This design comes from an exercise in tuning for small area, a short achievable clock period and few clock cycles on the open sky130 flow, not from production work. In this exercise RTL edits were held to simulation tests only and were not proved equivalent to the original.

===== design/flow/design.v =====
`timescale 1ns / 1ps
module score(
	 score,
	 grid, ai, opponent, clk
    );
output [8:0] score;
input [83:0] grid;
input [6:0] ai;
input [6:0] opponent;
input clk;
reg [8:0] score_r;
assign score = score_r;
wire clk;
wire [2:0] aithrees;
wire aifour;
reg aivert;
wire aihoriz;
reg [3:0] aihoriz_r;
assign aihoriz = |aihoriz_r;
wire aidiagup;
reg [3:0] aidiagup_r;
assign aidiagup = |aidiagup_r;
wire aidiagdown;
reg [3:0] aidiagdown_r;
assign aidiagdown = |aidiagdown_r;
assign aifour = aivert | aihoriz | aidiagup | aidiagdown;
reg aivert3;
reg [2:0] aihoriz3_r;
reg [2:0] aidiagup3_r;
reg [2:0] aidiagdown3_r;
assign aithrees = aihoriz3_r[2] + aihoriz3_r[1] + aihoriz3_r[0] + aidiagup3_r[2] + aidiagup3_r[1] + aidiagup3_r[0] + aidiagdown3_r[2] + aidiagdown3_r[1] + aidiagdown3_r[0] + aivert3;
wire [2:0] opponentthrees;
wire opponentfour;
reg opponentvert;
wire opponenthoriz;
reg [3:0] opponenthoriz_r;
assign opponenthoriz = |opponenthoriz_r;
wire opponentdiagup;
reg [3:0] opponentdiagup_r;
assign opponentdiagup = |opponentdiagup_r;
wire opponentdiagdown;
reg [3:0] opponentdiagdown_r;
assign opponentdiagdown = |opponentdiagdown_r;
assign opponentfour = opponentvert | opponenthoriz | opponentdiagup | opponentdiagdown;
reg opponentvert3;
reg [2:0] opponenthoriz3_r;
reg [2:0] opponentdiagup3_r;
reg [2:0] opponentdiagdown3_r;
assign opponentthrees = opponenthoriz3_r[2] + opponenthoriz3_r[1] + opponenthoriz3_r[0] + opponentdiagup3_r[2] + opponentdiagup3_r[1] + opponentdiagup3_r[0] + opponentdiagdown3_r[2] + opponentdiagdown3_r[1] + opponentdiagdown3_r[0] + opponentvert3;
always @ (*)
  begin
    if(ai > 41)
	 begin
	   aivert = grid[ai + 1  - 1] & grid[ai + 1  - 15] & grid[ai + 1  - 29] & grid[ai + 1  - 43];
	 end
	 else
	 begin
	   aivert = 0;
	 end
	 if(ai == 83 || ai == 69 || ai == 55 || ai == 41 || ai == 27 || ai == 13)
	 begin
	   aihoriz_r[0] = grid[ai + 1  - 1] & grid[ai + 1  - 3] & grid[ai + 1  - 5] & grid[ai + 1  - 7];
	   aihoriz_r[3:1] = 0;
	 end
	 else if(ai == 81 || ai == 67 || ai == 53 || ai == 39 || ai == 25 || ai == 11)
	 begin
		aihoriz_r[0] = grid[ai + 1  - 1] & grid[ai + 1  - 3] & grid[ai + 1  - 5] & grid[ai + 1  - 7];
	   aihoriz_r[1] = grid[ai + 1  - 1] & grid[ai + 1  - 3] & grid[ai + 1  - 5] & grid[ai + 1  + 1];
      aihoriz_r[3:2] = 0;
    end
	 else if(ai == 79 || ai == 65 || ai == 51 || ai == 37 || ai == 23 || ai == 9)
	 begin
		aihoriz_r[0] = grid[ai + 1  - 1] & grid[ai + 1  - 3] & grid[ai + 1  - 5] & grid[ai + 1  - 7];
	   aihoriz_r[1] = grid[ai + 1  - 1] & grid[ai + 1  - 3] & grid[ai + 1  - 5] & grid[ai + 1  + 1];
      aihoriz_r[2] = grid[ai + 1  - 1] & grid[ai + 1  - 3] & grid[ai + 1  + 3] & grid[ai + 1  + 1];
		aihoriz_r[3] = 0;
    end
	 else if(ai == 77 || ai == 63 || ai == 49 || ai == 35 || ai == 21 || ai == 7)
	 begin
		aihoriz_r[0] = grid[ai + 1  - 1] & grid[ai + 1  - 3] & grid[ai + 1  - 5] & grid[ai + 1  - 7];
	   aihoriz_r[1] = grid[ai + 1  - 1] & grid[ai + 1  - 3] & grid[ai + 1  - 5] & grid[ai + 1  + 1];
      aihoriz_r[2] = grid[ai + 1  - 1] & grid[ai + 1  - 3] & grid[ai + 1  + 3] & grid[ai + 1  + 1];
		aihoriz_r[3] = grid[ai + 1  - 1] & grid[ai + 1  + 5] & grid[ai + 1  + 3] & grid[ai + 1  + 1];
    end
	 else if(ai == 75 || ai == 61 || ai == 47 || ai == 33 || ai == 19 || ai == 5)
    begin
		aihoriz_r[0] = 0;
	   aihoriz_r[1] = grid[ai + 1  - 1] & grid[ai + 1  - 3] & grid[ai + 1  - 5] & grid[ai + 1  + 1];
      aihoriz_r[2] = grid[ai + 1  - 1] & grid[ai + 1  - 3] & grid[ai + 1  + 3] & grid[ai + 1  + 1];
		aihoriz_r[3] = grid[ai + 1  - 1] & grid[ai + 1  + 5] & grid[ai + 1  + 3] & grid[ai + 1  + 1];
    end
	 else if(ai == 73 || ai == 59 || ai == 45 || ai == 31 || ai == 17 || ai == 3)
	 begin
		aihoriz_r[1:0] = 0;     
	   aihoriz_r[2] = grid[ai + 1  - 1] & grid[ai + 1  - 3] & grid[ai + 1  + 3] & grid[ai + 1  + 1];
		aihoriz_r[3] = grid[ai + 1  - 1] & grid[ai + 1  + 5] & grid[ai + 1  + 3] & grid[ai + 1  + 1];
    end
	 else if(ai == 71 || ai == 57 || ai == 43 || ai == 29 || ai == 15 || ai == 1)
	 begin  
		aihoriz_r[2:0] = 0;
		aihoriz_r[3] = grid[ai + 1  - 1] & grid[ai + 1  + 5] & grid[ai + 1  + 3] & grid[ai + 1  + 1];
    end
	 else
	 begin
	   aihoriz_r = 0;
	 end
	 if(ai == 77 || ai == 75|| ai == 73 || ai == 71 || ai == 57 || ai == 43)
	 begin
	   aidiagup_r[0] = grid[ai + 1  - 1] & grid[ai + 1  - 13] & grid[ai + 1  - 25] & grid[ai + 1  - 37];
	   aidiagup_r[3:1] = 0;
	 end
	 else if(ai == 63 || ai == 61 || ai == 59 || ai == 45)
	 begin
	   aidiagup_r[0] = grid[ai + 1  - 1] & grid[ai + 1  - 13] & grid[ai + 1  - 25] & grid[ai + 1  - 37];
	   aidiagup_r[1] = grid[ai + 1  - 1] & grid[ai + 1  - 13] & grid[ai + 1  - 25] & grid[ai + 1  + 11];
      aidiagup_r[3:2] = 0;
    end
	 else if(ai == 49 || ai == 47)
	 begin
	   aidiagup_r[0] = grid[ai + 1  - 1] & grid[ai + 1  - 13] & grid[ai + 1  - 25] & grid[ai + 1  - 37];
	   aidiagup_r[1] = grid[ai + 1  - 1] & grid[ai + 1  - 13] & grid[ai + 1  - 25] & grid[ai + 1  + 11];
      aidiagup_r[2] = grid[ai + 1  - 1] & grid[ai + 1  - 13] & grid[ai + 1  + 23] & grid[ai + 1  + 11];
      aidiagup_r[3] = 0;
	 end
	 else if(ai == 13 || ai == 11 || ai == 9 || ai == 7 || ai == 27 || ai == 41)
	 begin
		aidiagup_r[0] = 0;
	   aidiagup_r[1] = 0;
      aidiagup_r[2] = 0;
      aidiagup_r[3] = grid[ai + 1  - 1] & grid[ai + 1  + 35] & grid[ai + 1  + 23] & grid[ai + 1  + 11];
	 end
	 else if(ai == 25 || ai == 23 || ai == 21 || ai == 39)
	 begin
	   aidiagup_r[0] = 0;
	   aidiagup_r[1] = 0;
      aidiagup_r[2] = grid[ai + 1  - 1] & grid[ai + 1  - 13] & grid[ai + 1  + 23] & grid[ai + 1  + 11];
      aidiagup_r[3] = grid[ai + 1  - 1] & grid[ai + 1  + 35] & grid[ai + 1  + 23] & grid[ai + 1  + 11];
	 end
	 else if(ai == 37 || ai == 35)
	 begin
	   aidiagup_r[0] = 0;
	   aidiagup_r[1] = grid[ai + 1  - 1] & grid[ai + 1  - 13] & grid[ai + 1  - 25] & grid[ai + 1  + 11];
      aidiagup_r[2] = grid[ai + 1  - 1] & grid[ai + 1  - 13] & grid[ai + 1  + 23] & grid[ai + 1  + 11];
      aidiagup_r[3] = grid[ai + 1  - 1] & grid[ai + 1  + 35] & grid[ai + 1  + 23] & grid[ai + 1  + 11];
	 end
	 else if(ai == 51 || ai == 33)
	 begin
	   aidiagup_r[0] = 0;
	   aidiagup_r[1] = grid[ai + 1  - 1] & grid[ai + 1  - 13] & grid[ai + 1  - 25] & grid[ai + 1  + 11];
      aidiagup_r[2] = grid[ai + 1  - 1] & grid[ai + 1  - 13] & grid[ai + 1  + 23] & grid[ai + 1  + 11];
      aidiagup_r[3] = 0;
	 end
	 else if(ai == 19 || ai == 53)
	 begin
	   aidiagup_r[0] = 0;
	   aidiagup_r[1] = 0;
      aidiagup_r[2] = grid[ai + 1  - 1] & grid[ai + 1  - 13] & grid[ai + 1  + 23] & grid[ai + 1  + 11];
      aidiagup_r[3] = 0;
	 end
	 else if(ai == 65 || ai == 31)
	 begin
	   aidiagup_r[0] = 0;
	   aidiagup_r[1] = grid[ai + 1  - 1] & grid[ai + 1  - 13] & grid[ai + 1  - 25] & grid[ai + 1  + 11];
      aidiagup_r[2] = 0;
      aidiagup_r[3] = 0;    
	 end
	 else
	 begin
	   aidiagup_r = 0;
	 end
	 if(ai == 7 || ai == 5 || ai == 3 || ai == 1 || ai == 15 || ai == 29)
	 begin
	   aidiagdown_r[0] = grid[ai + 1  - 1] & grid[ai + 1  + 15] & grid[ai + 1  + 31] & grid[ai + 1  + 47];
	   aidiagdown_r[3:1] = 0;
	 end
	 else if(ai == 21 || ai == 19 || ai == 17 || ai == 31)
	 begin
      aidiagdown_r[0] = grid[ai + 1  - 1] & grid[ai + 1  + 15] & grid[ai + 1  + 31] & grid[ai + 1  + 47];
	   aidiagdown_r[1] = grid[ai + 1  - 1] & grid[ai + 1  + 15] & grid[ai + 1  + 31] & grid[ai + 1  - 17];
      aidiagdown_r[3:2] = 0;
    end
	 else if(ai == 35 || ai == 33)
	 begin
	   aidiagdown_r[0] = grid[ai + 1  - 1] & grid[ai + 1  + 15] & grid[ai + 1  + 31] & grid[ai + 1  + 47];
	   aidiagdown_r[1] = grid[ai + 1  - 1] & grid[ai + 1  + 15] & grid[ai + 1  + 31] & grid[ai + 1  - 17];
      aidiagdown_r[2] = grid[ai + 1  - 1] & grid[ai + 1  + 15] & grid[ai + 1  - 33] & grid[ai + 1  - 17];
	   aidiagdown_r[3] = 0;
	 end
	 else if(ai == 83 || ai == 81 || ai == 79 || ai == 77 || ai == 69 || ai == 55)
	 begin
		aidiagdown_r[0] = 0;
	   aidiagdown_r[1] = 0;
      aidiagdown_r[2] = 0;
      aidiagdown_r[3] = grid[ai + 1  - 1] & grid[ai + 1  - 49] & grid[ai + 1  - 33] & grid[ai + 1  - 17];
    end
	 else if(ai == 67 || ai == 65 || ai == 63 || ai == 53)
	 begin
	   aidiagdown_r[0] = 0;
	   aidiagdown_r[1] = 0;
      aidiagdown_r[2] = grid[ai + 1  - 1] & grid[ai + 1  + 15] & grid[ai + 1  - 33] & grid[ai + 1  - 17];
	   aidiagdown_r[3] = grid[ai + 1  - 1] & grid[ai + 1  - 49] & grid[ai + 1  - 33] & grid[ai + 1  - 17];
	 end
	 else if(ai == 51 || ai == 49)
	 begin
	   aidiagdown_r[0] = 0;
      aidiagdown_r[1] = grid[ai + 1  - 1] & grid[ai + 1  + 15] & grid[ai + 1  + 31] & grid[ai + 1  - 17];
      aidiagdown_r[2] = grid[ai + 1  - 1] & grid[ai + 1  + 15] & grid[ai + 1  - 33] & grid[ai + 1  - 17];
      aidiagdown_r[3] = grid[ai + 1  - 1] & grid[ai + 1  - 49] & grid[ai + 1  - 33] & grid[ai + 1  - 17];
	 end
	 else if(ai == 37 || ai == 47)
	 begin
	   aidiagdown_r[0] = 0;
      aidiagdown_r[1] = grid[ai + 1  - 1] & grid[ai + 1  + 15] & grid[ai + 1  + 31] & grid[ai + 1  - 17];
      aidiagdown_r[2] = grid[ai + 1  - 1] & grid[ai + 1  + 15] & grid[ai + 1  - 33] & grid[ai + 1  - 17];
      aidiagdown_r[3] = 0;
	 end
	 else if(ai == 61 || ai == 39)
	 begin
	   aidiagdown_r[0] = 0;
	   aidiagdown_r[1] = 0;
      aidiagdown_r[2] = grid[ai + 1  - 1] & grid[ai + 1  + 15] & grid[ai + 1  - 33] & grid[ai + 1  - 17];
      aidiagdown_r[3] = 0;
	 end
	 else if(ai == 23 || ai == 45)
	 begin
	   aidiagdown_r[0] = 0;
      aidiagdown_r[1] = grid[ai + 1  - 1] & grid[ai + 1  + 15] & grid[ai + 1  + 31] & grid[ai + 1  - 17];
      aidiagdown_r[2] = 0;
      aidiagdown_r[3] = 0;    
	 end
	 else
	 begin
	   aidiagdown_r = 0;
	 end
    if(ai > 27)
	 begin
	   aivert3 = grid[ai + 1  - 1] & grid[ai + 1  - 15] & grid[ai + 1  - 29];
	 end
	 else
	 begin
	   aivert3 = 0;
	 end
	 if(ai == 83 || ai == 69 || ai == 55 || ai == 41 || ai == 27 || ai == 13)
	 begin
	   aihoriz3_r[0] = grid[ai + 1  - 1] & grid[ai + 1  - 3] & grid[ai + 1  - 5];
	   aihoriz3_r[2:1] = 0;
	 end
	 else if(ai == 81 || ai == 67 || ai == 53 || ai == 39 || ai == 25 || ai == 11)
	 begin
		aihoriz3_r[0] = grid[ai + 1  - 1] & grid[ai + 1  - 3] & grid[ai + 1  - 5];
	   aihoriz3_r[1] = grid[ai + 1  - 1] & grid[ai + 1  - 3] & grid[ai + 1  + 1];
      aihoriz3_r[2] = 0;
    end
	 else if(ai == 79 || ai == 65 || ai == 51 || ai == 37 || ai == 23 || ai == 9 || ai == 77 || ai == 63 || ai == 49 || ai == 35 || ai == 21 || ai == 7 || ai == 75 || ai == 61 || ai == 47 || ai == 33 || ai == 19 || ai == 5)
	 begin
		aihoriz3_r[0] = grid[ai + 1  - 1] & grid[ai + 1  - 3] & grid[ai + 1  - 5];
	   aihoriz3_r[1] = grid[ai + 1  - 1] & grid[ai + 1  - 3] & grid[ai + 1  + 1];
      aihoriz3_r[2] = grid[ai + 1  - 1] & grid[ai + 1  + 3] & grid[ai + 1  + 1];
    end
	 else if(ai == 73 || ai == 59 || ai == 45 || ai == 31 || ai == 17 || ai == 3)
	 begin
		aihoriz3_r[0] = 0;     
	   aihoriz3_r[1] = grid[ai + 1  - 1] & grid[ai + 1  - 3] & grid[ai + 1  + 1];
      aihoriz3_r[2] = grid[ai + 1  - 1] & grid[ai + 1  + 3] & grid[ai + 1  + 1];
    end
	 else if(ai == 71 || ai == 57 || ai == 43 || ai == 29 || ai == 15 || ai == 1)
	 begin  
		aihoriz3_r[1:0] = 0;
		aihoriz3_r[2] = grid[ai + 1  - 1] & grid[ai + 1  + 3] & grid[ai + 1  + 1];
    end
	 else
	 begin
	   aihoriz3_r = 0;
	 end
	 if(ai == 79 || ai == 77 || ai == 75|| ai == 73 || ai == 71 || ai == 57 || ai == 43 || ai == 29)
	 begin
	   aidiagup3_r[0] = grid[ai + 1  - 1] & grid[ai + 1  - 13] & grid[ai + 1  - 25];
	   aidiagup3_r[2:1] = 0;
	 end
	 else if(ai == 65 || ai == 63 || ai == 61 || ai == 59 || ai == 45 || ai == 31)
	 begin
	   aidiagup3_r[0] = grid[ai + 1  - 1] & grid[ai + 1  - 13] & grid[ai + 1  - 25];
	   aidiagup3_r[1] = grid[ai + 1  - 1] & grid[ai + 1  - 13] & grid[ai + 1  + 11];
      aidiagup3_r[2] = 0;
    end
	 else if(ai == 51 || ai == 49 || ai == 47 || ai == 37 || ai == 35 || ai == 33)
	 begin
	   aidiagup3_r[0] = grid[ai + 1  - 1] & grid[ai + 1  - 13] & grid[ai + 1  - 25];
	   aidiagup3_r[1] = grid[ai + 1  - 1] & grid[ai + 1  - 13] & grid[ai + 1  + 11];
      aidiagup3_r[2] = grid[ai + 1  - 1] & grid[ai + 1  + 23] & grid[ai + 1  + 11];
	 end
	 else if(ai == 13 || ai == 11 || ai == 9 || ai == 7 || ai == 5 || ai == 27 || ai == 41 || ai == 55)
	 begin
		aidiagup3_r[0] = 0;
	   aidiagup3_r[1] = 0;
      aidiagup3_r[2] = grid[ai + 1  - 1] & grid[ai + 1  + 23] & grid[ai + 1  + 11];
	 end
	 else if(ai == 25 || ai == 23 || ai == 21 || ai == 19 || ai == 39 ||ai == 53)
	 begin
	   aidiagup3_r[0] = 0;
	   aidiagup3_r[1] = grid[ai + 1  - 1] & grid[ai + 1  - 13] & grid[ai + 1  + 11];
      aidiagup3_r[2] = grid[ai + 1  - 1] & grid[ai + 1  + 23] & grid[ai + 1  + 11];
	 end
	 else if(ai == 17 || ai == 67)
	 begin
	   aidiagup3_r[0] = 0;
	   aidiagup3_r[1] = grid[ai + 1  - 1] & grid[ai + 1  - 13] & grid[ai + 1  + 11];
      aidiagup3_r[2] = 0;
	 end
	 else
	 begin
	   aidiagup3_r = 0;
	 end
	 if(ai == 9 || ai == 7 || ai == 5|| ai == 3 || ai == 1 || ai == 15 || ai == 29 || ai == 43)
	 begin
	 	aidiagdown3_r[0] = grid[ai + 1  - 1] & grid[ai + 1  + 15] & grid[ai + 1  + 31];
	   aidiagdown3_r[2:1] = 0;
	 end
	 else if(ai == 23 || ai == 21 || ai == 19 || ai == 17 || ai == 31 || ai == 45)
	 begin
	 	aidiagdown3_r[0] = grid[ai + 1  - 1] & grid[ai + 1  + 15] & grid[ai + 1  + 31];
	   aidiagdown3_r[1] = grid[ai + 1  - 1] & grid[ai + 1  + 15] & grid[ai + 1  - 17];
      aidiagdown3_r[2] = 0;
    end
	 else if(ai == 51 || ai == 49 || ai == 47 || ai == 37 || ai == 35 || ai == 33)
	 begin
	 	aidiagdown3_r[0] = grid[ai + 1  - 1] & grid[ai + 1  + 15] & grid[ai + 1  + 31];
	   aidiagdown3_r[1] = grid[ai + 1  - 1] & grid[ai + 1  + 15] & grid[ai + 1  - 17];
      aidiagdown3_r[2] = grid[ai + 1  - 1] & grid[ai + 1  - 33] & grid[ai + 1  - 17];
	 end
	 else if(ai == 83 || ai == 81 || ai == 79 || ai == 77 || ai == 75 || ai == 69 || ai == 55 || ai == 41)
	 begin
		aidiagdown3_r[0] = 0;
	   aidiagdown3_r[1] = 0;
      aidiagdown3_r[2] = grid[ai + 1  - 1] & grid[ai + 1  - 33] & grid[ai + 1  - 17];
	 end
	 else if(ai == 67 || ai == 65 || ai == 63 || ai == 61 || ai == 53 ||ai == 39)
	 begin
	   aidiagdown3_r[0] = 0;
	   aidiagdown3_r[1] = grid[ai + 1  - 1] & grid[ai + 1  + 15] & grid[ai + 1  - 17];
      aidiagdown3_r[2] = grid[ai + 1  - 1] & grid[ai + 1  - 33] & grid[ai + 1  - 17];
	 end
	 else if(ai == 59 || ai == 25)
	 begin
	   aidiagdown3_r[0] = 0;
	   aidiagdown3_r[1] = grid[ai + 1  - 1] & grid[ai + 1  + 15] & grid[ai + 1  - 17];
      aidiagdown3_r[2] = 0;
	 end
	 else
	 begin
	   aidiagdown3_r = 0;
	 end
    if(opponent + 1 > 41)
	 begin
	   opponentvert = grid[opponent + 1 - 1] & grid[opponent + 1 - 15] & grid[opponent + 1 - 29] & grid[opponent + 1 - 43];
	 end
	 else
	 begin
	   opponentvert = 0;
	 end
	 if(opponent + 1 == 83 || opponent + 1 == 69 || opponent + 1 == 55 || opponent + 1 == 41 || opponent + 1 == 27 || opponent + 1 == 13)
	 begin
	   opponenthoriz_r[0] = grid[opponent + 1 - 1] & grid[opponent + 1 - 3] & grid[opponent + 1 - 5] & grid[opponent + 1 - 7];
	   opponenthoriz_r[3:1] = 0;
	 end
	 else if(opponent + 1 == 81 || opponent + 1 == 67 || opponent + 1 == 53 || opponent + 1 == 39 || opponent + 1 == 25 || opponent + 1 == 11)
	 begin
		opponenthoriz_r[0] = grid[opponent + 1 - 1] & grid[opponent + 1 - 3] & grid[opponent + 1 - 5] & grid[opponent + 1 - 7];
	   opponenthoriz_r[1] = grid[opponent + 1 - 1] & grid[opponent + 1 - 3] & grid[opponent + 1 - 5] & grid[opponent + 1 + 1];
      opponenthoriz_r[3:2] = 0;
    end
	 else if(opponent + 1 == 79 || opponent + 1 == 65 || opponent + 1 == 51 || opponent + 1 == 37 || opponent + 1 == 23 || opponent + 1 == 9)
	 begin
		opponenthoriz_r[0] = grid[opponent + 1 - 1] & grid[opponent + 1 - 3] & grid[opponent + 1 - 5] & grid[opponent + 1 - 7];
	   opponenthoriz_r[1] = grid[opponent + 1 - 1] & grid[opponent + 1 - 3] & grid[opponent + 1 - 5] & grid[opponent + 1 + 1];
      opponenthoriz_r[2] = grid[opponent + 1 - 1] & grid[opponent + 1 - 3] & grid[opponent + 1 + 3] & grid[opponent + 1 + 1];
		opponenthoriz_r[3] = 0;
    end
	 else if(opponent + 1 == 77 || opponent + 1 == 63 || opponent + 1 == 49 || opponent + 1 == 35 || opponent + 1 == 21 || opponent + 1 == 7)
	 begin
		opponenthoriz_r[0] = grid[opponent + 1 - 1] & grid[opponent + 1 - 3] & grid[opponent + 1 - 5] & grid[opponent + 1 - 7];
	   opponenthoriz_r[1] = grid[opponent + 1 - 1] & grid[opponent + 1 - 3] & grid[opponent + 1 - 5] & grid[opponent + 1 + 1];
      opponenthoriz_r[2] = grid[opponent + 1 - 1] & grid[opponent + 1 - 3] & grid[opponent + 1 + 3] & grid[opponent + 1 + 1];
		opponenthoriz_r[3] = grid[opponent + 1 - 1] & grid[opponent + 1 + 5] & grid[opponent + 1 + 3] & grid[opponent + 1 + 1];
    end
	 else if(opponent + 1 == 75 || opponent + 1 == 61 || opponent + 1 == 47 || opponent + 1 == 33 || opponent + 1 == 19 || opponent + 1 == 5)
    begin
		opponenthoriz_r[0] = 0;
	   opponenthoriz_r[1] = grid[opponent + 1 - 1] & grid[opponent + 1 - 3] & grid[opponent + 1 - 5] & grid[opponent + 1 + 1];
      opponenthoriz_r[2] = grid[opponent + 1 - 1] & grid[opponent + 1 - 3] & grid[opponent + 1 + 3] & grid[opponent + 1 + 1];
		opponenthoriz_r[3] = grid[opponent + 1 - 1] & grid[opponent + 1 + 5] & grid[opponent + 1 + 3] & grid[opponent + 1 + 1];
    end
	 else if(opponent + 1 == 73 || opponent + 1 == 59 || opponent + 1 == 45 || opponent + 1 == 31 || opponent + 1 == 17 || opponent + 1 == 3)
	 begin
		opponenthoriz_r[1:0] = 0;     
	   opponenthoriz_r[2] = grid[opponent + 1 - 1] & grid[opponent + 1 - 3] & grid[opponent + 1 + 3] & grid[opponent + 1 + 1];
		opponenthoriz_r[3] = grid[opponent + 1 - 1] & grid[opponent + 1 + 5] & grid[opponent + 1 + 3] & grid[opponent + 1 + 1];
    end
	 else if(opponent + 1 == 71 || opponent + 1 == 57 || opponent + 1 == 43 || opponent + 1 == 29 || opponent + 1 == 15 || opponent + 1 == 1)
	 begin  
		opponenthoriz_r[2:0] = 0;
		opponenthoriz_r[3] = grid[opponent + 1 - 1] & grid[opponent + 1 + 5] & grid[opponent + 1 + 3] & grid[opponent + 1 + 1];
    end
	 else
	 begin
	   opponenthoriz_r = 0;
	 end
	 if(opponent + 1 == 77 || opponent + 1 == 75|| opponent + 1 == 73 || opponent + 1 == 71 || opponent + 1 == 57 || opponent + 1 == 43)
	 begin
	   opponentdiagup_r[0] = grid[opponent + 1 - 1] & grid[opponent + 1 - 13] & grid[opponent + 1 - 25] & grid[opponent + 1 - 37];
	   opponentdiagup_r[3:1] = 0;
	 end
	 else if(opponent + 1 == 63 || opponent + 1 == 61 || opponent + 1 == 59 || opponent + 1 == 45)
	 begin
	   opponentdiagup_r[0] = grid[opponent + 1 - 1] & grid[opponent + 1 - 13] & grid[opponent + 1 - 25] & grid[opponent + 1 - 37];
	   opponentdiagup_r[1] = grid[opponent + 1 - 1] & grid[opponent + 1 - 13] & grid[opponent + 1 - 25] & grid[opponent + 1 + 11];
      opponentdiagup_r[3:2] = 0;
    end
	 else if(opponent + 1 == 49 || opponent + 1 == 47)
	 begin
	   opponentdiagup_r[0] = grid[opponent + 1 - 1] & grid[opponent + 1 - 13] & grid[opponent + 1 - 25] & grid[opponent + 1 - 37];
	   opponentdiagup_r[1] = grid[opponent + 1 - 1] & grid[opponent + 1 - 13] & grid[opponent + 1 - 25] & grid[opponent + 1 + 11];
      opponentdiagup_r[2] = grid[opponent + 1 - 1] & grid[opponent + 1 - 13] & grid[opponent + 1 + 23] & grid[opponent + 1 + 11];
      opponentdiagup_r[3] = 0;
	 end
	 else if(opponent + 1 == 13 || opponent + 1 == 11 || opponent + 1 == 9 || opponent + 1 == 7 || opponent + 1 == 27 || opponent + 1 == 41)
	 begin
		opponentdiagup_r[0] = 0;
	   opponentdiagup_r[1] = 0;
      opponentdiagup_r[2] = 0;
      opponentdiagup_r[3] = grid[opponent + 1 - 1] & grid[opponent + 1 + 35] & grid[opponent + 1 + 23] & grid[opponent + 1 + 11];
	 end
	 else if(opponent + 1 == 25 || opponent + 1 == 23 || opponent + 1 == 21 || opponent + 1 == 39)
	 begin
	   opponentdiagup_r[0] = 0;
	   opponentdiagup_r[1] = 0;
      opponentdiagup_r[2] = grid[opponent + 1 - 1] & grid[opponent + 1 - 13] & grid[opponent + 1 + 23] & grid[opponent + 1 + 11];
      opponentdiagup_r[3] = grid[opponent + 1 - 1] & grid[opponent + 1 + 35] & grid[opponent + 1 + 23] & grid[opponent + 1 + 11];
	 end
	 else if(opponent + 1 == 37 || opponent + 1 == 35)
	 begin
	   opponentdiagup_r[0] = 0;
	   opponentdiagup_r[1] = grid[opponent + 1 - 1] & grid[opponent + 1 - 13] & grid[opponent + 1 - 25] & grid[opponent + 1 + 11];
      opponentdiagup_r[2] = grid[opponent + 1 - 1] & grid[opponent + 1 - 13] & grid[opponent + 1 + 23] & grid[opponent + 1 + 11];
      opponentdiagup_r[3] = grid[opponent + 1 - 1] & grid[opponent + 1 + 35] & grid[opponent + 1 + 23] & grid[opponent + 1 + 11];
	 end
	 else if(opponent + 1 == 51 || opponent + 1 == 33)
	 begin
	   opponentdiagup_r[0] = 0;
	   opponentdiagup_r[1] = grid[opponent + 1 - 1] & grid[opponent + 1 - 13] & grid[opponent + 1 - 25] & grid[opponent + 1 + 11];
      opponentdiagup_r[2] = grid[opponent + 1 - 1] & grid[opponent + 1 - 13] & grid[opponent + 1 + 23] & grid[opponent + 1 + 11];
      opponentdiagup_r[3] = 0;
	 end
	 else if(opponent + 1 == 19 || opponent + 1 == 53)
	 begin
	   opponentdiagup_r[0] = 0;
	   opponentdiagup_r[1] = 0;
      opponentdiagup_r[2] = grid[opponent + 1 - 1] & grid[opponent + 1 - 13] & grid[opponent + 1 + 23] & grid[opponent + 1 + 11];
      opponentdiagup_r[3] = 0;
	 end
	 else if(opponent + 1 == 65 || opponent + 1 == 31)
	 begin
	   opponentdiagup_r[0] = 0;
	   opponentdiagup_r[1] = grid[opponent + 1 - 1] & grid[opponent + 1 - 13] & grid[opponent + 1 - 25] & grid[opponent + 1 + 11];
      opponentdiagup_r[2] = 0;
      opponentdiagup_r[3] = 0;    
	 end
	 else
	 begin
	   opponentdiagup_r = 0;
	 end
	 if(opponent + 1 == 7 || opponent + 1 == 5 || opponent + 1 == 3 || opponent + 1 == 1 || opponent + 1 == 15 || opponent + 1 == 29)
	 begin
	   opponentdiagdown_r[0] = grid[opponent + 1 - 1] & grid[opponent + 1 + 15] & grid[opponent + 1 + 31] & grid[opponent + 1 + 47];
	   opponentdiagdown_r[3:1] = 0;
	 end
	 else if(opponent + 1 == 21 || opponent + 1 == 19 || opponent + 1 == 17 || opponent + 1 == 31)
	 begin
      opponentdiagdown_r[0] = grid[opponent + 1 - 1] & grid[opponent + 1 + 15] & grid[opponent + 1 + 31] & grid[opponent + 1 + 47];
	   opponentdiagdown_r[1] = grid[opponent + 1 - 1] & grid[opponent + 1 + 15] & grid[opponent + 1 + 31] & grid[opponent + 1 - 17];
      opponentdiagdown_r[3:2] = 0;
    end
	 else if(opponent + 1 == 35 || opponent + 1 == 33)
	 begin
	   opponentdiagdown_r[0] = grid[opponent + 1 - 1] & grid[opponent + 1 + 15] & grid[opponent + 1 + 31] & grid[opponent + 1 + 47];
	   opponentdiagdown_r[1] = grid[opponent + 1 - 1] & grid[opponent + 1 + 15] & grid[opponent + 1 + 31] & grid[opponent + 1 - 17];
      opponentdiagdown_r[2] = grid[opponent + 1 - 1] & grid[opponent + 1 + 15] & grid[opponent + 1 - 33] & grid[opponent + 1 - 17];
	   opponentdiagdown_r[3] = 0;
	 end
	 else if(opponent + 1 == 83 || opponent + 1 == 81 || opponent + 1 == 79 || opponent + 1 == 77 || opponent + 1 == 69 || opponent + 1 == 55)
	 begin
		opponentdiagdown_r[0] = 0;
	   opponentdiagdown_r[1] = 0;
      opponentdiagdown_r[2] = 0;
      opponentdiagdown_r[3] = grid[opponent + 1 - 1] & grid[opponent + 1 - 49] & grid[opponent + 1 - 33] & grid[opponent + 1 - 17];
    end
	 else if(opponent + 1 == 67 || opponent + 1 == 65 || opponent + 1 == 63 || opponent + 1 == 53)
	 begin
	   opponentdiagdown_r[0] = 0;
	   opponentdiagdown_r[1] = 0;
      opponentdiagdown_r[2] = grid[opponent + 1 - 1] & grid[opponent + 1 + 15] & grid[opponent + 1 - 33] & grid[opponent + 1 - 17];
	   opponentdiagdown_r[3] = grid[opponent + 1 - 1] & grid[opponent + 1 - 49] & grid[opponent + 1 - 33] & grid[opponent + 1 - 17];
	 end
	 else if(opponent + 1 == 51 || opponent + 1 == 49)
	 begin
	   opponentdiagdown_r[0] = 0;
      opponentdiagdown_r[1] = grid[opponent + 1 - 1] & grid[opponent + 1 + 15] & grid[opponent + 1 + 31] & grid[opponent + 1 - 17];
      opponentdiagdown_r[2] = grid[opponent + 1 - 1] & grid[opponent + 1 + 15] & grid[opponent + 1 - 33] & grid[opponent + 1 - 17];
      opponentdiagdown_r[3] = grid[opponent + 1 - 1] & grid[opponent + 1 - 49] & grid[opponent + 1 - 33] & grid[opponent + 1 - 17];
	 end
	 else if(opponent + 1 == 37 || opponent + 1 == 47)
	 begin
	   opponentdiagdown_r[0] = 0;
      opponentdiagdown_r[1] = grid[opponent + 1 - 1] & grid[opponent + 1 + 15] & grid[opponent + 1 + 31] & grid[opponent + 1 - 17];
      opponentdiagdown_r[2] = grid[opponent + 1 - 1] & grid[opponent + 1 + 15] & grid[opponent + 1 - 33] & grid[opponent + 1 - 17];
      opponentdiagdown_r[3] = 0;
	 end
	 else if(opponent + 1 == 61 || opponent + 1 == 39)
	 begin
	   opponentdiagdown_r[0] = 0;
	   opponentdiagdown_r[1] = 0;
      opponentdiagdown_r[2] = grid[opponent + 1 - 1] & grid[opponent + 1 + 15] & grid[opponent + 1 - 33] & grid[opponent + 1 - 17];
      opponentdiagdown_r[3] = 0;
	 end
	 else if(opponent + 1 == 23 || opponent + 1 == 45)
	 begin
	   opponentdiagdown_r[0] = 0;
      opponentdiagdown_r[1] = grid[opponent + 1 - 1] & grid[opponent + 1 + 15] & grid[opponent + 1 + 31] & grid[opponent + 1 - 17];
      opponentdiagdown_r[2] = 0;
      opponentdiagdown_r[3] = 0;    
	 end
	 else
	 begin
	   opponentdiagdown_r = 0;
	 end
    if(opponent + 1 > 27)
	 begin
	   opponentvert3 = grid[opponent + 1 - 1] & grid[opponent + 1 - 15] & grid[opponent + 1 - 29];
	 end
	 else
	 begin
	   opponentvert3 = 0;
	 end
	 if(opponent + 1 == 83 || opponent + 1 == 69 || opponent + 1 == 55 || opponent + 1 == 41 || opponent + 1 == 27 || opponent + 1 == 13)
	 begin
	   opponenthoriz3_r[0] = grid[opponent + 1 - 1] & grid[opponent + 1 - 3] & grid[opponent + 1 - 5];
	   opponenthoriz3_r[2:1] = 0;
	 end
	 else if(opponent + 1 == 81 || opponent + 1 == 67 || opponent + 1 == 53 || opponent + 1 == 39 || opponent + 1 == 25 || opponent + 1 == 11)
	 begin
		opponenthoriz3_r[0] = grid[opponent + 1 - 1] & grid[opponent + 1 - 3] & grid[opponent + 1 - 5];
	   opponenthoriz3_r[1] = grid[opponent + 1 - 1] & grid[opponent + 1 - 3] & grid[opponent + 1 + 1];
      opponenthoriz3_r[2] = 0;
    end
	 else if(opponent + 1 == 79 || opponent + 1 == 65 || opponent + 1 == 51 || opponent + 1 == 37 || opponent + 1 == 23 || opponent + 1 == 9 || opponent + 1 == 77 || opponent + 1 == 63 || opponent + 1 == 49 || opponent + 1 == 35 || opponent + 1 == 21 || opponent + 1 == 7 || opponent + 1 == 75 || opponent + 1 == 61 || opponent + 1 == 47 || opponent + 1 == 33 || opponent + 1 == 19 || opponent + 1 == 5)
	 begin
		opponenthoriz3_r[0] = grid[opponent + 1 - 1] & grid[opponent + 1 - 3] & grid[opponent + 1 - 5];
	   opponenthoriz3_r[1] = grid[opponent + 1 - 1] & grid[opponent + 1 - 3] & grid[opponent + 1 + 1];
      opponenthoriz3_r[2] = grid[opponent + 1 - 1] & grid[opponent + 1 + 3] & grid[opponent + 1 + 1];
    end
	 else if(opponent + 1 == 73 || opponent + 1 == 59 || opponent + 1 == 45 || opponent + 1 == 31 || opponent + 1 == 17 || opponent + 1 == 3)
	 begin
		opponenthoriz3_r[0] = 0;     
	   opponenthoriz3_r[1] = grid[opponent + 1 - 1] & grid[opponent + 1 - 3] & grid[opponent + 1 + 1];
      opponenthoriz3_r[2] = grid[opponent + 1 - 1] & grid[opponent + 1 + 3] & grid[opponent + 1 + 1];
    end
	 else if(opponent + 1 == 71 || opponent + 1 == 57 || opponent + 1 == 43 || opponent + 1 == 29 || opponent + 1 == 15 || opponent + 1 == 1)
	 begin  
		opponenthoriz3_r[1:0] = 0;
		opponenthoriz3_r[2] = grid[opponent + 1 - 1] & grid[opponent + 1 + 3] & grid[opponent + 1 + 1];
    end
	 else
	 begin
	   opponenthoriz3_r = 0;
	 end
	 if(opponent + 1 == 79 || opponent + 1 == 77 || opponent + 1 == 75|| opponent + 1 == 73 || opponent + 1 == 71 || opponent + 1 == 57 || opponent + 1 == 43 || opponent + 1 == 29)
	 begin
	   opponentdiagup3_r[0] = grid[opponent + 1 - 1] & grid[opponent + 1 - 13] & grid[opponent + 1 - 25];
	   opponentdiagup3_r[2:1] = 0;
	 end
	 else if(opponent + 1 == 65 || opponent + 1 == 63 || opponent + 1 == 61 || opponent + 1 == 59 || opponent + 1 == 45 || opponent + 1 == 31)
	 begin
	   opponentdiagup3_r[0] = grid[opponent + 1 - 1] & grid[opponent + 1 - 13] & grid[opponent + 1 - 25];
	   opponentdiagup3_r[1] = grid[opponent + 1 - 1] & grid[opponent + 1 - 13] & grid[opponent + 1 + 11];
      opponentdiagup3_r[2] = 0;
    end
	 else if(opponent + 1 == 51 || opponent + 1 == 49 || opponent + 1 == 47 || opponent + 1 == 37 || opponent + 1 == 35 || opponent + 1 == 33)
	 begin
	   opponentdiagup3_r[0] = grid[opponent + 1 - 1] & grid[opponent + 1 - 13] & grid[opponent + 1 - 25];
	   opponentdiagup3_r[1] = grid[opponent + 1 - 1] & grid[opponent + 1 - 13] & grid[opponent + 1 + 11];
      opponentdiagup3_r[2] = grid[opponent + 1 - 1] & grid[opponent + 1 + 23] & grid[opponent + 1 + 11];
	 end
	 else if(opponent + 1 == 13 || opponent + 1 == 11 || opponent + 1 == 9 || opponent + 1 == 7 || opponent + 1 == 5 || opponent + 1 == 27 || opponent + 1 == 41 || opponent + 1 == 55)
	 begin
		opponentdiagup3_r[0] = 0;
	   opponentdiagup3_r[1] = 0;
      opponentdiagup3_r[2] = grid[opponent + 1 - 1] & grid[opponent + 1 + 23] & grid[opponent + 1 + 11];
	 end
	 else if(opponent + 1 == 25 || opponent + 1 == 23 || opponent + 1 == 21 || opponent + 1 == 19 || opponent + 1 == 39 ||opponent + 1 == 53)
	 begin
	   opponentdiagup3_r[0] = 0;
	   opponentdiagup3_r[1] = grid[opponent + 1 - 1] & grid[opponent + 1 - 13] & grid[opponent + 1 + 11];
      opponentdiagup3_r[2] = grid[opponent + 1 - 1] & grid[opponent + 1 + 23] & grid[opponent + 1 + 11];
	 end
	 else if(opponent + 1 == 17 || opponent + 1 == 67)
	 begin
	   opponentdiagup3_r[0] = 0;
	   opponentdiagup3_r[1] = grid[opponent + 1 - 1] & grid[opponent + 1 - 13] & grid[opponent + 1 + 11];
      opponentdiagup3_r[2] = 0;
	 end
	 else
	 begin
	   opponentdiagup3_r = 0;
	 end
	 if(opponent + 1 == 9 || opponent + 1 == 7 || opponent + 1 == 5|| opponent + 1 == 3 || opponent + 1 == 1 || opponent + 1 == 15 || opponent + 1 == 29 || opponent + 1 == 43)
	 begin
	 	opponentdiagdown3_r[0] = grid[opponent + 1 - 1] & grid[opponent + 1 + 15] & grid[opponent + 1 + 31];
	   opponentdiagdown3_r[2:1] = 0;
	 end
	 else if(opponent + 1 == 23 || opponent + 1 == 21 || opponent + 1 == 19 || opponent + 1 == 17 || opponent + 1 == 31 || opponent + 1 == 45)
	 begin
	 	opponentdiagdown3_r[0] = grid[opponent + 1 - 1] & grid[opponent + 1 + 15] & grid[opponent + 1 + 31];
	   opponentdiagdown3_r[1] = grid[opponent + 1 - 1] & grid[opponent + 1 + 15] & grid[opponent + 1 - 17];
      opponentdiagdown3_r[2] = 0;
    end
	 else if(opponent + 1 == 51 || opponent + 1 == 49 || opponent + 1 == 47 || opponent + 1 == 37 || opponent + 1 == 35 || opponent + 1 == 33)
	 begin
	 	opponentdiagdown3_r[0] = grid[opponent + 1 - 1] & grid[opponent + 1 + 15] & grid[opponent + 1 + 31];
	   opponentdiagdown3_r[1] = grid[opponent + 1 - 1] & grid[opponent + 1 + 15] & grid[opponent + 1 - 17];
      opponentdiagdown3_r[2] = grid[opponent + 1 - 1] & grid[opponent + 1 - 33] & grid[opponent + 1 - 17];
	 end
	 else if(opponent + 1 == 83 || opponent + 1 == 81 || opponent + 1 == 79 || opponent + 1 == 77 || opponent + 1 == 75 || opponent + 1 == 69 || opponent + 1 == 55 || opponent + 1 == 41)
	 begin
		opponentdiagdown3_r[0] = 0;
	   opponentdiagdown3_r[1] = 0;
      opponentdiagdown3_r[2] = grid[opponent + 1 - 1] & grid[opponent + 1 - 33] & grid[opponent + 1 - 17];
	 end
	 else if(opponent + 1 == 67 || opponent + 1 == 65 || opponent + 1 == 63 || opponent + 1 == 61 || opponent + 1 == 53 ||opponent + 1 == 39)
	 begin
	   opponentdiagdown3_r[0] = 0;
	   opponentdiagdown3_r[1] = grid[opponent + 1 - 1] & grid[opponent + 1 + 15] & grid[opponent + 1 - 17];
      opponentdiagdown3_r[2] = grid[opponent + 1 - 1] & grid[opponent + 1 - 33] & grid[opponent + 1 - 17];
	 end
	 else if(opponent + 1 == 59 || opponent + 1 == 25)
	 begin
	   opponentdiagdown3_r[0] = 0;
	   opponentdiagdown3_r[1] = grid[opponent + 1 - 1] & grid[opponent + 1 + 15] & grid[opponent + 1 - 17];
      opponentdiagdown3_r[2] = 0;
	 end
	 else
	 begin
	   opponentdiagdown3_r = 0;
	 end
	 if(aifour)
	 begin
	   score_r = 9'b111111111;
	 end
	 else if(opponentfour)
	 begin
	   score_r = 0;
	 end
	 else
	 begin
	   if (ai % 14 > 7)
		begin
		  score_r = (200 + 10 * aithrees - 10 * opponentthrees + 14 - (ai % 14))% 512;
		end
		else
	   begin
		  score_r = (200 + 10 * aithrees - 10 * opponentthrees + ai % 14) % 512;
		end   
	 end
  end
endmodule
`timescale 1ns / 1ps
module minimax(
   opt, move,
   grid, column_counts, player, sw, clk
);
input [83:0] grid;
input [20:0] column_counts;
input player;
input sw;
input clk;
output [6:0] opt;
output move;
reg [83:0] grid_copy;
reg [83:0] grid_copy_2;
reg aimoved;
reg opponentmoved;
reg [6:0] ai;
reg [6:0] opponent;
reg [2:0] index;
reg move_r;
assign move = move_r;
reg initial_score;
reg [6:0] count;  
reg [2:0] column;
reg [6:0] opt_r;
assign opt = opt_r;
wire [8:0] optscore;
reg [8:0] optscore_r;
assign optscore = optscore_r;
wire [8:0] score;
wire [8:0] curscore;
reg [8:0] curscore_r;
assign curscore = curscore_r;
score score_(
   .score (score),
   .grid (grid_copy_2), .ai (ai), .opponent (opponent), .clk (clk)
    );
always @(posedge clk)
begin
  if (player == 0 || !sw)
  begin
    count = 0;
    move_r = 0;
    optscore_r = 0;
    opt_r = 1;
	 curscore_r = 0;
  end
  else if (count == 105)
  begin
    if(curscore >= optscore && aimoved)
    begin
      opt_r = ai;
      optscore_r = curscore_r;
    end
    move_r = 1;
    count = (count + 1) % 128;
  end
  else if (count > 105)
  begin
    move_r = 0;
  end
  else if (count % 15 == 0)
  begin
    if(count == 0)
    begin
      optscore_r = 0;
    end
    else if(curscore >= optscore && aimoved)
    begin
      opt_r = ai;
      optscore_r = curscore_r;
    end
	 initial_score = 1;
    if(column_counts[(count / 15)*3 + 2-:3] < 6)
    begin
	   column = (count / 15) % 8;
      grid_copy = grid;
      grid_copy[13 - (count / 15)*2 + column_counts[(count / 15)*3 + 2-:3] * 14-:2] = 2'b10;
      aimoved = 1;
      ai = (13 - (count / 15)*2 + column_counts[(count / 15)*3 + 2-:3] * 14) % 128;
    end
    else
    begin
      grid_copy = grid;
      aimoved = 0;
      ai = 1;
		column = 0;
    end
    count = (count + 1) % 128;
  end
  else if ((count % 15) % 2 == 1)
  begin
    if(aimoved)
	   begin
      if(column_counts[(((count % 15) - 1)/2)* 3 +2-:3] < 6 && (((count % 15) - 1)/2) != column)
      begin
        grid_copy_2 = grid_copy;
        grid_copy_2[14 - (count % 15) + column_counts[(((count % 15) - 1)/2)* 3 + 2-:3] * 14-:2] = 2'b01;
        opponentmoved = 1;
        opponent = (13 - (count % 15) + column_counts[(((count % 15) - 1)/2)* 3 + 2-:3] * 14)% 128;
      end
	   else if (ai < 70 && (((count % 15) - 1)/2) == column)
	   begin
	     grid_copy_2 = grid_copy;
        grid_copy_2[ai + 14-:2] = 2'b01;
        opponentmoved = 1;
        opponent = (ai + 13)% 128;
	   end
      else
      begin
        grid_copy_2 = grid_copy;
        opponentmoved = 0;
        opponent = 0;
      end
	 end
	 else
	 begin
	   grid_copy_2 = grid_copy;
      opponentmoved = 0;
      opponent = 0;
	 end
    count = (count + 1) % 128;
  end
  else
  begin
    if ((score < curscore || initial_score) && aimoved && opponentmoved)
    begin
      curscore_r = score;
		initial_score = 0;
    end
    count = (count + 1) % 128;
  end
end
endmodule

===== design/flow/run.sh =====
#!/bin/bash
# synth_recipe.tcl (not shown) runs the flow's synth.tcl, then flattens the netlist and writes it again
# the make line also repeats each setting of config.mk as NAME=value (left out here)
make -C /OpenROAD-flow-scripts/flow DESIGN_CONFIG=/design/flow/config.mk WORK_HOME=/design/flow/orfs CLKGATE_MAP_FILE= SYNTH_SCRIPT=/design/flow/synth_recipe.tcl finish

===== design/flow/config.mk =====
export PLATFORM = sky130hd
export DESIGN_NAME = minimax
export DESIGN_NICKNAME = minimax
export VERILOG_FILES = /design/flow/design.v
export SDC_FILE = /design/flow/constraint.sdc
export NUM_CORES = 4
export LEC_CHECK = 0
export CAP_MARGIN = 20
export CORE_MARGIN = 2
export CORE_UTILIZATION = 40
export SLEW_MARGIN = 20

===== design/flow/constraint.sdc =====
create_clock -name core_clock -period 11.0 [get_ports {clk}]
set_input_delay 2.2000 -clock core_clock [delete_from_list [all_inputs] [get_ports {clk}]]
set_output_delay 2.2000 -clock core_clock [all_outputs]
set_load 0.01 [all_outputs]

==> reports/qor.yml <==
worst_slew_pin_slew_ns: 1.20
cp.arrival_ns: 11.01
grt_max_degree: 85
cts_tree: "yes"
final.min_clock_period_ns: 10.59
cp_num_buf_inv: 9
fin_crit_sh_pct: 96.2
synth_edf_count: 187
grt_pass1_wl_um: 173000
fin_skew_ns: 0.0408
p_leak_nw: 13.5
cpPeakStageDelay_ns: 0.55
post_dp_cell_area_um2: 33800
vias: 30613
synth-main-ff-cell: "edfxtp_1"
critPathKind: "flop to flop"
slowest_stage: "fa_1"
synth_seq_area_share_pct: 21.2
die_h_um: 276
diodes: 0
io_pins: 116
hold_ws_ns: 0.487
synth_top_area_share_pct: 19.0
drt_iter0_drc: 3355
syn-num-nets: 3842
yosys_register_bits: 219
vdd_drop_max_mv: 0.162
post-route-util_pct: 48.9
first_pass_iters: 8
ant_nets: 0
outcome: "timing/DRC/antenna clean"
cts_max_level: 1
start_util_pct: 40.5
finalSetupViolations: 0
avgSynthCellArea_um2: 8.27
rsz0062_at_grt: "true"
cts_root_buf: "clkbuf_16"
crit_top_cell: "fa_1"
clock_latency_ns: 0.56
yosysWarningCount: 2
crit_family: "adder cells"
dp_hpwl_um: 90500
timing.fmax_mhz: 94.5
clkSlewWorstSetupHoldPaths_ns: 0.07
tns_ns: 0
rows: 99
hold_violations: 0
hp-class: "flop to flop"
syn-instance-count: 3570
via_per_inst: 6.31
critPathLaunchType: "flop"
postCtsHoldBufs: 0
post_drt_wl_per_cell_um: 23.5
placeableCoreArea_um2: 73000
antenna_found_initial: 1
relSlewSlack_pct: 18.8
gp_congestion: 1.02
die_width_um: 276
clock_sinks: 219
pwr_density_cell_nw_per_um2: 140
power_mw: 4.98
yosysMostFrequentCell: "nand2_1"
required_ns: 11.43
cap_violations: 0
portBuffers: 114
grt_pass1_vias: 28552
dieArea_um2: 76000
ys_types: 114
design_area_um2: 35700
fin_nets: 4146
wl_um: 114000
grt_use_total_pct: 29.1
path_max_fanout: 15
area_growth_pct: 20.8
yosysTopAreaCell: "edfxtp_1"
drive_gt1_share_pct: 20.4
route.detailed.drc: 0
critPathCaptureType: "flop"
synthTopCellsByCount: "nand2_1, nor2_1, o21ai_0"
synth-async-reset-ratio_pct: 0
synth_area_um2: 29500
drv_slew: 0
grt.overflow.total: 0
numCtsBuffers: 22
ys_top_cells_by_area: "edfxtp_1, mux4_2, ha_1"
clock_path_buffers: 3
[worst register-to-register path: cells and delay by family, from the launching register on]
kind / cells / cell delay, ns
adder cells (fa/ha/maj): 12 / 4.61
AO/OA/AOI/OAI: 11 / 1.77
flip-flops: 1 / 0.54
AND/OR/NAND/NOR: 7 / 0.97
XOR/XNOR: 3 / 0.38
multiplexers: 5 / 1.29
buffers and inverters: 9 / 0.86
[worst paths after layout]
path	cells past startpoint	slack [ns]	to	start
worst max-delay path	47	0.41	curscore_r[1]$_SDFFE_PP0P_	ai[1]$_SDFFCE_PP0P_
worst min register to register	2	0.49	optscore_r[5]$_SDFFE_PP0P_	optscore_r[5]$_SDFFE_PP0P_
worst max register to register	47	0.41	curscore_r[1]$_SDFFE_PP0P_	ai[1]$_SDFFCE_PP0P_
worst min-delay path	2	0.49	optscore_r[5]$_SDFFE_PP0P_	optscore_r[5]$_SDFFE_PP0P_
[through the flow]
step,worst slack (ns),instances
6_report,0.414,4849
5_1_grt,-0.0943,4849
4_1_cts,0.0134,4810
3_5_place_dp,0.0697,4769
3_3_place_gp,0.159,4769
2_1_floorplan,-0.0160,3570
[timing repair]
action	CTS	global route
cloned	0	2
gates resized for setup	4	175
pin swaps	1	59
endpoints found under the setup margin	9	94
buffers inserted	1	37
[power breakdown]
part | total [mW] | switching [mW] | internal (mW)
registers | 0.956 | 0.0182 | 0.937
clock network | 0.807 | 0.357 | 0.450
logic | 3.22 | 1.90 | 1.32
total | 4.98 | 2.27 | 2.71
[routing by layer]
layer | part of all wire [%] | up-vias | GRT usage [%]
met2 | 45 | 1616 | 45.8
li1 | - | 14132 | -
met3 | 7.6 | 311 | 3.34
met1 | 43 | 14552 | 40.4
met5 | 0.013 | - | 0
met4 | 4.8 | 2 | 12.6
[registers in the layout, summed over array words and instances, names as in the netlist]
register	flops
aimoved	1
count	7
column	3
optscore_r	9
grid_copy	84
opt_r	6
opponent	7
ai	6
move_r	1
opponentmoved	1
initial_score	1
grid_copy_2	84
curscore_r	9
[area by class of cell]
type                       instances  area (um2)
clock inverter                    17         210
fill                            6911       37300
clock buffer                      23         554
inverter                         155         587
timing repair buffer             506        4260
tap                              959        1200
sequential                       219        6260
multi-input combinational       2970       22600
[placed cells by master (no fill, tap or decap), drive strengths merged, types with 22 or more instances in the layout]
cell type and instances:
buf 390, nor4 24, a21o 60, nand3 99, nor3 125, edfxtp 187
o211ai 34, a21oi 232, and2 48, nor2 328, a211oi 62, clkdlybuf4s50 114
xnor2 144, mux4 122, o22ai 27, mux2 48, dfxtp 32, nand2 340
inv 157, and3 29, o21a 22, xor2 31, nor2b 42, a21boi 39
a31oi 48, a22oi 34, nand2b 70, ha 140, nand4 43, fa 24
o21ai 272, clkbuf 25, mux2i 112, o31ai 33, or3 30
[logic make-up (layout without fill, tap and decap cells)]
kind of cell	count (synthesis)	after routing	synth area share, %
muxes	282	282	15.3
DFF	219	219	21.2
xor gates and xnor gates	177	177	5.35
AOI/OAI and AO/OA	1089	1089	24.5
adders and majority gates	165	165	7.60
other	1	1	0.0127
buffers and inverters	382	701	5.64
and+or+nand+nor	1255	1256	20.5
Testbench counts, summed over its fixed seeds: cycles 51,360.

-- re-timing with driven ports --
How much do the figures lean on ideal ports? The routed layout below was timed once more, with nothing changed but the port constraints. Step 1: set_driving_cell puts a clkbuf_16 on clk and a buf_2 on each other input, an assumption about the parent block. Step 2, shift: input delay + t, output delay - t, t = (earliest + latest rising clock arrival at the registers) / 2. This alone moves slack from input paths to output paths. a / b / c = ideal ports / drivers / drivers and shift; a / b = the first two.
t, ns: 0.590
slack for setup (ns): 0.414 / 0.414 / 0.414
hold slack, ns: 0.487 / 0.487 / 0.487
After both steps this run still meets setup and hold. For this run, drivers alone change the setup slack by 0.000 ns; drivers and shift together by 0.000 ns.
